This is an optimization exercise on Yosys and OpenROAD, whose aim is small area, a short achievable clock period and few clock cycles per item, not a production implementation. Where RTL was checked, it was by simulation tests only, not by an equivalence proof against the original.

Design cordic, start of the top module:
module cordic #(
    parameter WIDTH = 16,
    parameter ITERATIONS = 16,
    parameter FRAC_BITS = 14
) (
    input wire clk,
    input wire rst,
    input wire start,
    input wire signed [WIDTH-1:0] theta,
    output wire signed [WIDTH-1:0] cos_out,
    output wire signed [WIDTH-1:0] sin_out,
    output reg done
);
Settings: LEC_CHECK=0, ABC_AREA=1, CAP_MARGIN=20, CORE_MARGIN=2, CORE_UTILIZATION=65, SETUP_SLACK_MARGIN=5.0, SLEW_MARGIN=20; clock period 9.0 ns.
standard.sh (not shown) runs the stock make flow with config.mk's settings and CLKGATE_MAP_FILE= SYNTH_SCRIPT=/design/flow/synth_recipe.tcl, a recipe that flattens the netlist after the stock synthesis.
==> flow/flow/run.sh <==
#!/bin/bash
# The standard layout with plain buffers on the ports.
set -euo pipefail
bash standard.sh "BUFFER_PORTS_ARGS=-buffer_cell sky130_fd_sc_hd__buf_2" finish > flow_make.log 2>&1
The first run completed without violations.
Testbench counts at the start, summed over its fixed seeds: cycles 51,200, items 3,200.
==> next run, changes <==
==> flow/flow/run.sh (replaced) <==
#!/bin/bash
# The standard layout with plain buffers on the ports, and repair_timing
# aiming at a tighter period than the clock's (the SDC stays as it is).
set -euo pipefail
bash standard.sh "BUFFER_PORTS_ARGS=-buffer_cell sky130_fd_sc_hd__buf_1" SETUP_SLACK_MARGIN=6.0 finish > flow_make.log 2>&1
=>
- With this change the flow did not get past 5_1_grt
- area after synthesis is unchanged
- synthesized cell count stays the same
==> next run, changes <==
==> flow/flow/run.sh (replaced) <==
#!/bin/bash
# The standard layout with plain buffers on the ports, and repair_timing
# aiming at a tighter period than the clock's (the SDC stays as it is).
set -euo pipefail
bash standard.sh "BUFFER_PORTS_ARGS=-buffer_cell sky130_fd_sc_hd__buf_1" SETUP_SLACK_MARGIN=5.5 finish > flow_make.log 2>&1
After rerunning: The changed run completed without violations; synthesized area stays the same; synthesized cell count is unchanged.
==> next run, changes <==
==> flow/flow/run.sh (replaced) <==
#!/bin/bash
# The standard layout with plain buffers on the ports, and repair_timing
# aiming at a tighter period than the clock's (the SDC stays as it is).
set -euo pipefail
bash standard.sh "BUFFER_PORTS_ARGS=-buffer_cell sky130_fd_sc_hd__buf_1" SETUP_SLACK_MARGIN=5.75 finish > flow_make.log 2>&1
CORE_UTILIZATION = 55   (was 65)
The new run passed the timing, DRC and antenna checks.
Die area came out higher by 17%.
Clock skew is lower by 0.0057 ns.

---

## run E
cordic, a different RTL version from the one above (not shown whole).
For scale: ~53 flip-flops, about 52 I/O pins.
export LEC_CHECK = 0
export ABC_CLOCK_PERIOD_IN_PS = 3000
export CAP_MARGIN = 20
export CORE_MARGIN = 2
export CORE_UTILIZATION = 40
export SETUP_SLACK_MARGIN = 5.0
export SLEW_MARGIN = 20
create_clock -name core_clock -period 9.0 [get_ports {clk}]
run.sh (not shown) runs the stock make flow with config.mk's settings and CLKGATE_MAP_FILE= SYNTH_SCRIPT=/design/flow/synth_recipe.tcl, a recipe that flattens the netlist after the stock synthesis.
Stock flow here: none of the scripts above is used.
Per the final summary, run E finished and its layout is clean on timing, DRC and antenna.
Testbench counts of run E, summed over its fixed seeds: cycles 48,000, items 3,200.
### run E -> run A
Settings: SETUP_SLACK_MARGIN removed (was 5.0); ABC_CLOCK_PERIOD_IN_PS removed (was 3000).
Run A against run E: register area decreased about 0.4%.

---

Another version of the RTL of cordic (not shown whole).
Size: ~53 flip-flops, roughly 52 I/O pins, about 6500 µm² of cells after synthesis.
export LEC_CHECK = 0
export ABC_AREA = 1
export CAP_MARGIN = 20
export CORE_MARGIN = 2
export CORE_UTILIZATION = 40
export SETUP_SLACK_MARGIN = 5.0
export SLEW_MARGIN = 20
create_clock -name core_clock -period 9.0 [get_ports {clk}]
standard.sh (not shown) runs the stock make flow with config.mk's settings and CLKGATE_MAP_FILE= SYNTH_SCRIPT=/design/flow/synth_recipe.tcl, a recipe that flattens the netlist after the stock synthesis.
==> flow/flow/run.sh <==
#!/bin/bash
# The standard layout with plain buffers on the ports.
set -euo pipefail
bash standard.sh "BUFFER_PORTS_ARGS=-buffer_cell sky130_fd_sc_hd__buf_2" finish > flow_make.log 2>&1
The first run produced a clean layout.
Then changed:
==> flow/flow/run.sh (replaced) <==
#!/bin/bash
# The standard layout, with repair_timing aiming at a tighter period
# than the clock's (the SDC and everything else stay as they are).
set -euo pipefail
bash standard.sh SETUP_SLACK_MARGIN=6.0 finish > flow_make.log 2>&1
The new run completed with no timing, DRC or antenna violations.
First-iteration DRC count rises by 5.0%.
Final area rises by about 30%.
Final cell count rises by 7.9%.
Hold slack is worse by 51 ps.
Worst setup slack is better by 340 ps.
Global-route usage rises by 3.5 points.
Clock-buffer cell count rises by 1.
Area after synthesis stays the same.
Core utilization rises by 13 points.
Non-clock buffer count rises by 94.
No functional check of the RTL was part of any run of this note.

---

The RTL this note starts from:
==> flow/design.v <==
module cordic #(
    parameter WIDTH = 16,
    parameter ITERATIONS = 16,
    parameter FRAC_BITS = 14
) (
    input wire clk,
    input wire rst,
    input wire start,
    input wire signed [WIDTH-1:0] theta,
    output wire signed [WIDTH-1:0] cos_out,
    output wire signed [WIDTH-1:0] sin_out,
    output reg done
);
    reg signed [15:0] x, y, z;
    reg [3:0] cnt;           
    wire busy = |cnt;
    assign cos_out = x;
    assign sin_out = y;
    reg signed [15:0] atab;
    always @(*) begin
        case (cnt)
            4'd1:  atab = 16'h1DAC;
            4'd2:  atab = 16'h0FAD;
            4'd3:  atab = 16'h07F5;
            4'd4:  atab = 16'h03FE;
            4'd5:  atab = 16'h01FF;
            4'd6:  atab = 16'h00FF;
            4'd7:  atab = 16'h007F;
            4'd8:  atab = 16'h003F;
            4'd9:  atab = 16'h001F;
            4'd10: atab = 16'h000F;
            4'd11: atab = 16'h0007;
            4'd12: atab = 16'h0003;
            4'd13: atab = 16'h0001;
            default: atab = 16'h0000;
        endcase
    end
    wire d0n = theta[15];
    wire signed [15:0] z1 = theta + (d0n ? 16'sh3243 : -16'sh3243);
    wire signed [15:0] y1 = d0n ? -16'sh4DBA : 16'sh4DBA;
    wire dn = z[15];
    wire signed [15:0] zn = z + (atab ^ {16{~dn}}) + {15'd0, ~dn};
    wire signed [15:0] xs = x >>> cnt;
    wire signed [15:0] ys = y >>> cnt;
    wire signed [15:0] xn = x + (ys ^ {16{~dn}}) + {15'd0, ~dn};
    wire signed [15:0] yn = y + (xs ^ {16{dn}}) + {15'd0, dn};
    always @(posedge clk or posedge rst) begin
        if (rst) begin
            cnt <= 4'd0;
            done <= 1'b0;
        end else if (start && !busy) begin
            cnt <= 4'd1;
            done <= 1'b0;
        end else if (busy) begin
            cnt <= cnt + 4'd1;
            if (cnt == 4'd15) done <= 1'b1;
        end
    end
    always @(posedge clk) begin
        if (start && !busy) begin
            x <= 16'sh4DBA;
            y <= y1;
            z <= z1;
        end else if (busy) begin
            x <= xn;
            y <= yn;
            z <= zn;
        end
    end
endmodule
==> flow/config.mk <==
export PLATFORM = sky130hd
export DESIGN_NAME = cordic
export DESIGN_NICKNAME = cordic
export VERILOG_FILES = /design/flow/design.v
export SDC_FILE = /design/flow/constraint.sdc
export NUM_CORES = 4
export LEC_CHECK = 0
export ABC_AREA = 1
export CAP_MARGIN = 20
export CORE_MARGIN = 2
export CORE_UTILIZATION = 40
export SETUP_SLACK_MARGIN = 5.0
export SLEW_MARGIN = 20
==> flow/constraint.sdc <==
create_clock -name core_clock -period 9.0 [get_ports {clk}]
set_input_delay 1.8000 -clock core_clock [delete_from_list [all_inputs] [get_ports {clk}]]
set_output_delay 1.8000 -clock core_clock [all_outputs]
set_load 0.01 [all_outputs]
==> flow/flow/run.sh <==
#!/bin/bash
# The standard layout, with repair_timing aiming at a tighter period
# than the clock's and plain buffers on the ports (the SDC and everything
# else stay as they are).
set -euo pipefail
bash standard.sh SETUP_SLACK_MARGIN=6.0 "BUFFER_PORTS_ARGS=-buffer_cell sky130_fd_sc_hd__buf_2" finish > flow_make.log 2>&1
The starting point completed without violations.
Rerun with:
==> flow/run.sh (new file) <==
#!/bin/bash
# synth_recipe.tcl (not shown) runs the flow's synth.tcl, then flattens the netlist and writes it again
# the make line also repeats each setting of config.mk as NAME=value (left out here)
make -C /OpenROAD-flow-scripts/flow DESIGN_CONFIG=/design/flow/config.mk WORK_HOME=/design/flow/orfs CLKGATE_MAP_FILE= SYNTH_SCRIPT=/design/flow/synth_recipe.tcl finish
Settings changed: ABC_AREA 1 to unset, SETUP_SLACK_MARGIN 5.0 to unset.
removed: flow/flow/run.sh
removed: flow/standard.sh
Outcome:
- The changed run went through all stages and came out clean
- clock skew goes up by 0.0031 ns
- area after synthesis barely changes
- wire length goes down by 19%
- count of clock-buffer cells in the layout does not change
- global-route usage goes down by 2.3 points
- first-iteration DRC count goes down by 33%
- sequential share of layout area goes up by 3.2 points
- cell count goes down by 20%
- non-clock buffer count goes down by 69
Rerun with:
==> flow/flow/run.sh (new file) <==
#!/bin/bash
# The standard layout with plain buffers on the ports.
set -euo pipefail
bash standard.sh "BUFFER_PORTS_ARGS=-buffer_cell sky130_fd_sc_hd__buf_1" finish > flow_make.log 2>&1
==> flow/standard.sh (new file) <==
#!/bin/bash
# synth_recipe.tcl (not shown) runs the flow's synth.tcl, then flattens the netlist and writes it again
# the make line also repeats each setting of config.mk as NAME=value (left out here)
make -C /OpenROAD-flow-scripts/flow DESIGN_CONFIG=/design/flow/config.mk WORK_HOME=/design/flow/orfs CLKGATE_MAP_FILE= SYNTH_SCRIPT=/design/flow/synth_recipe.tcl "${@:-finish}"
Settings changed: ABC_AREA set to 1, CORE_UTILIZATION 40 to 65, SETUP_SLACK_MARGIN set to 5.0.
removed: flow/run.sh
Effect: Final area drops by 6.7%; area after synthesis hardly moves; global-route usage climbs by 13 points; clock skew stays flat; routed wire length climbs by 5.5%.
Rerun with:
==> flow/run.sh (new file) <==
#!/bin/bash
# synth_recipe.tcl (not shown) runs the flow's synth.tcl, then flattens the netlist and writes it again
# the make line also repeats each setting of config.mk as NAME=value (left out here)
make -C /OpenROAD-flow-scripts/flow DESIGN_CONFIG=/design/flow/config.mk WORK_HOME=/design/flow/orfs CLKGATE_MAP_FILE= SYNTH_SCRIPT=/design/flow/synth_recipe.tcl finish
Settings changed: ABC_AREA 1 to unset, ABC_CLOCK_PERIOD_IN_PS set to 3000, CORE_UTILIZATION 65 to 40.
removed: flow/flow/run.sh
removed: flow/standard.sh
Effect:
- clock-buffer cell count is higher by 1
- global-route usage goes down by 12 points
- setup slack got worse by 0.24 ns
- first-iteration DRC count came out lower by about 47%
- wire length grows by about 4%
- utilization is lower by 18 points
- fmax went down by 6.0%
- die area grows by 60%
Rerun with:
Settings changed: ABC_AREA set to 1, ABC_CLOCK_PERIOD_IN_PS 3000 to unset.
Result: The changed run completed without violations; wire length goes down by 5.3%; non-clock buffer count goes down by 56; clock skew goes down by 0.0042 ns; die area barely changes; setup slack is better by 0.25 ns; utilization goes down by 5.1 points; count of clock-buffer cells in the layout goes up by 2.
Rerun with:
Settings changed: ABC_AREA 1 to unset, ABC_CLOCK_PERIOD_IN_PS set to 2000.
What happened:
- The changed run completed with no timing, DRC or antenna violations
- via count drops by 2.9%
- wire length goes up by about 5.6%
- global-route usage climbs by 0.98 points
- utilization climbs by 5.1 points
No run of this note included a check of the RTL's function; only the layout flow was run.

[re-timing with driven ports]
How much do the figures lean on ideal ports? The routed layouts below were timed once more, with nothing changed but the port constraints.
Step 1 sets driving cells, clkbuf_16 on the clock port and buf_2 on the other inputs (assumed; they add their load-dependent delay and slew).
Step 2 adds t to the input delays and takes it off the output delays; t is the mean of the earliest and latest rising clock arrival at the registers after step 1. Input paths then give back, and output paths get back, about the clock's delay inside the block.
Slacks: no drivers / after step 1 / after step 2; pairs: no drivers / after step 1.
run	shift t [ns]	slack for setup (ns)	hold slack, ns	latest minus earliest clock arrival (ns)
the first run of note 1	0.354	5.217 / 5.217 / 5.217	0.526 / 0.526 / 0.526	0.015 / 0.015
the third run of note 1	0.358	5.557 / 5.557 / 5.370	0.538 / 0.538 / 0.538	0.010 / 0.011
the fourth run of note 1	0.374	5.678 / 5.678 / 5.376	0.516 / 0.516 / 0.516	0.004 / 0.004
run E	0.348	3.313 / 3.313 / 3.313	0.508 / 0.508 / 0.508	0.005 / 0.005
run A	0.352	1.706 / 1.706 / 1.706	0.538 / 0.538 / 0.538	0.010 / 0.010
the first run of note 3	0.347	5.280 / 5.300 / 4.953	0.551 / 0.551 / 0.551	0.009 / 0.009
the second run of note 3	0.347	5.618 / 5.598 / 5.251	0.500 / 0.500 / 0.500	0.008 / 0.008
the first run of note 4	0.355	5.549 / 5.519 / 5.164	0.550 / 0.550 / 0.550	0.010 / 0.010
the second run of note 4	0.342	4.124 / 4.127 / 3.796	0.533 / 0.533 / 0.533	0.013 / 0.012
the third run of note 4	0.360	5.273 / 5.273 / 4.941	0.533 / 0.533 / 0.533	0.014 / 0.015
the fourth run of note 4	0.341	5.037 / 5.037 / 4.799	0.543 / 0.543 / 0.543	0.009 / 0.009
the fifth run of note 4	0.345	5.289 / 5.289 / 5.003	0.542 / 0.542 / 0.542	0.005 / 0.004
the sixth run of note 4	0.341	5.037 / 5.037 / 4.799	0.543 / 0.543 / 0.543	0.009 / 0.009
After both steps every run listed still meets setup and hold. The setup slack of the first run of note 4, which loses most, moves by -0.030 ns with the drivers and by -0.385 ns with both steps.
